Source: an optimization exercise on an open RTL-to-GDS flow (aim: small area, a short achievable clock period and few clock cycles). Production flows keep margins and buffers that such runs may drop. At most, simulation tests tie the RTL to the original design; equivalence was not proved. No activity file was given, so power comes from the tool's default toggle rates.

Setup of old:
## ALU_standard_calculator_n_bit
module ALU_standard_calculator_n_bit #(parameter n = 32)(
    input clk,
    input rst,
    input [2:0] op,
    input signed [n-1:0] a,
    input signed [n-1:0] b,
    output signed [2*n-1:0] result,
    output reg valid_result
);
    localparam W = 40;                
    reg [31:0] H, L;                  
    reg        hs;                    
    reg [31:0] A;                     
    reg        busy;                  
    reg        mmul;                  
    reg        bc;                    
    reg        sq;                    
    reg        dz;                    
    reg        dfirst;                
    reg        dneg;                  
    reg [4:0]  cnt;
    reg [5:0]  lenA, lenB;            
    reg [7:0]  mlast;
    assign result = {H | {32{hs}}, L};
    wire op_sub = (op == 3'b001);
    wire op_mul = (op == 3'b010);
    wire op_div = (op == 3'b011);
    wire op_and = (op == 3'b100);
    wire op_not = (op == 3'b111);
    wire op_log = op[2];
    wire sa = a[31];
  ...
Size in the first run: roughly 2900 cells after synthesis, ~130 flip-flops, ~130 I/O pins, roughly 0.022 mm2 of cells after synthesis.
export LEC_CHECK = 0
export CAP_MARGIN = 20
export CORE_MARGIN = 2
export CORE_UTILIZATION = 40
export SLEW_MARGIN = 20
create_clock -name core_clock -period 18.0 [get_ports {clk}]
standard.sh (not shown) runs the stock make flow with config.mk's settings and CLKGATE_MAP_FILE= SYNTH_SCRIPT=/design/flow/synth_recipe.tcl, a recipe that flattens the netlist after the stock synthesis.
==> flow/flow/run.sh <==
#!/bin/bash
set -euo pipefail
bash standard.sh "BUFFER_PORTS_ARGS=-buffer_cell sky130_fd_sc_hd__buf_1" \
  SETUP_SLACK_MARGIN=12 TNS_END_PERCENT=10 finish > standard_flow.log 2>&1
The inputs of new differ from those of old as listed below.
diff --git a/flow/design.v b/flow/design.v
--- a/flow/design.v
+++ b/flow/design.v
@@ -30,13 +30,13 @@
     wire op_log = op[2];
     wire sa = a[31];
     wire sb = b[31];
     wire [31:0] xa = a ^ {32{sa}};
     wire [31:0] xb = b ^ {32{sb}};
     wire [31:0] x1 = a ^ {32{op_div & sa}};
-    wire [31:0] y1 = (op_mul | op_div) ? 32'b0 : op_not ? 32'hffffffff : b ^ {32{op_sub}};
+    wire [31:0] y1 = op[2] ? b | {32{op[1] & op[0]}} : (b ^ {32{op[0]}}) & {32{~op[1]}};
     wire        c1 = op_sub | (op_div & sa);
     wire [31:0] pg = x1 ^ y1;
     wire [31:0] gg = x1 & y1;
     wire [31:0] lg = (pg & {32{~op_and}}) | (gg & {32{~op[1]}});
     function [31:0] smear;
         input [31:0] x;
@@ -134,25 +134,24 @@
     wire [W-1:0] k3 = {((s2 & k2) | (s2 & hr) | (k2 & hr)), n3};
     wire [W-1:0] ax = busy ? s3 : {{8{x1[31] & ~op_div}}, x1};
     wire [W-1:0] ay = busy ? k3 : {{8{y1[31]}}, y1};
     wire         ac = busy ? (n3 | dneg) : c1;
     wire [W:0] sum1 = {ax, ac} + {ay, ac};              
     wire [W-1:0] sum = sum1[W:1];
-    wire ge = ~sum[W-1];
+    wire ge = ~sum[31];                                 
     wire [31:0] qn = {L[30:0], ge} & mask;              
     always @(posedge clk) begin
         A <= b;
-        mmul <= op_mul;
-        sq <= sa ^ sb;
-        dz <= (b == 0);
-        lenA <= smlen(smA1);
-        lenB <= smlen(smB);
-        mlast <= mone;
         if (!busy) begin
+            mmul <= op_mul;
             bc <= 1'b0;
+            sq <= sa ^ sb;
+            dz <= (b == 0);
             dfirst <= 1'b1;
+            lenA <= smlen(smA1);
+            lenB <= smlen(smB);
             cnt <= 5'd3;
             H <= 32'b0;
             hs <= op_log ? lg[31] : sum[32] & ~op[1];
             L <= op_log ? lg : sum[31:0] & {32{~(op_div & early)}};
         end else if (!valid_result) begin
             if (mmul) begin
@@ -163,12 +162,13 @@
             end else if (dneg) begin
                 H <= 32'b0;
                 hs <= sum[31];
                 L <= sum[31:0];
             end else begin
                 dfirst <= 1'b0;
+                mlast <= mone;
                 H <= dlast ? (sq ? ~qn : 32'b0) : sum[31:0];
                 L <= qn;
                 cnt <= (dfirst ? dcnt : cnt) - 5'd1;
             end
         end
     end
Findings:
Post-synthesis cell area came out lower on new than on old. Relative to old, worst path buffer plus inverter count decreased by 2 in new. Changes observed in new relative to old: post-layout net count now smaller, count of instances resized after the clock tree is built -94, power dissipated in the clock network has decreased. Diff old and new: portion of netlist area occupied by mux cells higher in old. Changes observed in new relative to old: synthesized netlist net count saw a decrease; synthesized cell count shows a reduction of 6.1%; count of plain and timing-repair buffers in the layout did not really move; post-placement worst setup slack shows a reduction of 3.3 ps; achievable frequency has remained practically unchanged. Utilization was lower in the run labelled old. old vs new, end point of the critical path: L[0] vs L[23]. Re first-pass GRT wire length: new is about 10% down on old. Post-route worst hold slack: new higher than old.
Testbench counts of new, summed over its fixed seeds: cycles 13,608.
Function not checked in old: the RTL went through the layout flow alone.

## port drivers added, routing unchanged
The flow's constraints put no driver on any port. The routed layouts listed below were extracted and timed again, unchanged, in two steps. Step 1, drivers: a clkbuf_16 drives clk and a buf_2 each remaining input, both assumed. Step 2 also shifts input and output timing later by t, the mid clock arrival at the registers, as if the neighbouring blocks saw the same clock. a / b / c = ideal / step 1 / step 2; a / b = the first two.
| run | t (ns) | setup WS [ns] | worst hold slack (ns) | clock arrival spread, ns | slew at the worst register clock pin (ns) |
|---|---|---|---|---|---|
| old | 0.550 | 11.039 / 10.992 / 10.442 | 0.514 / 0.514 / 0.514 | 0.012 / 0.012 | 0.07 / 0.07 |
| new | 0.552 | 11.039 / 10.934 / 10.382 | 0.530 / 0.530 / 0.530 | 0.017 / 0.017 | 0.07 / 0.07 |
After both steps every run listed still meets setup and hold. For new, which loses most, drivers alone change the setup slack by -0.105 ns; drivers and shift together by -0.657 ns.
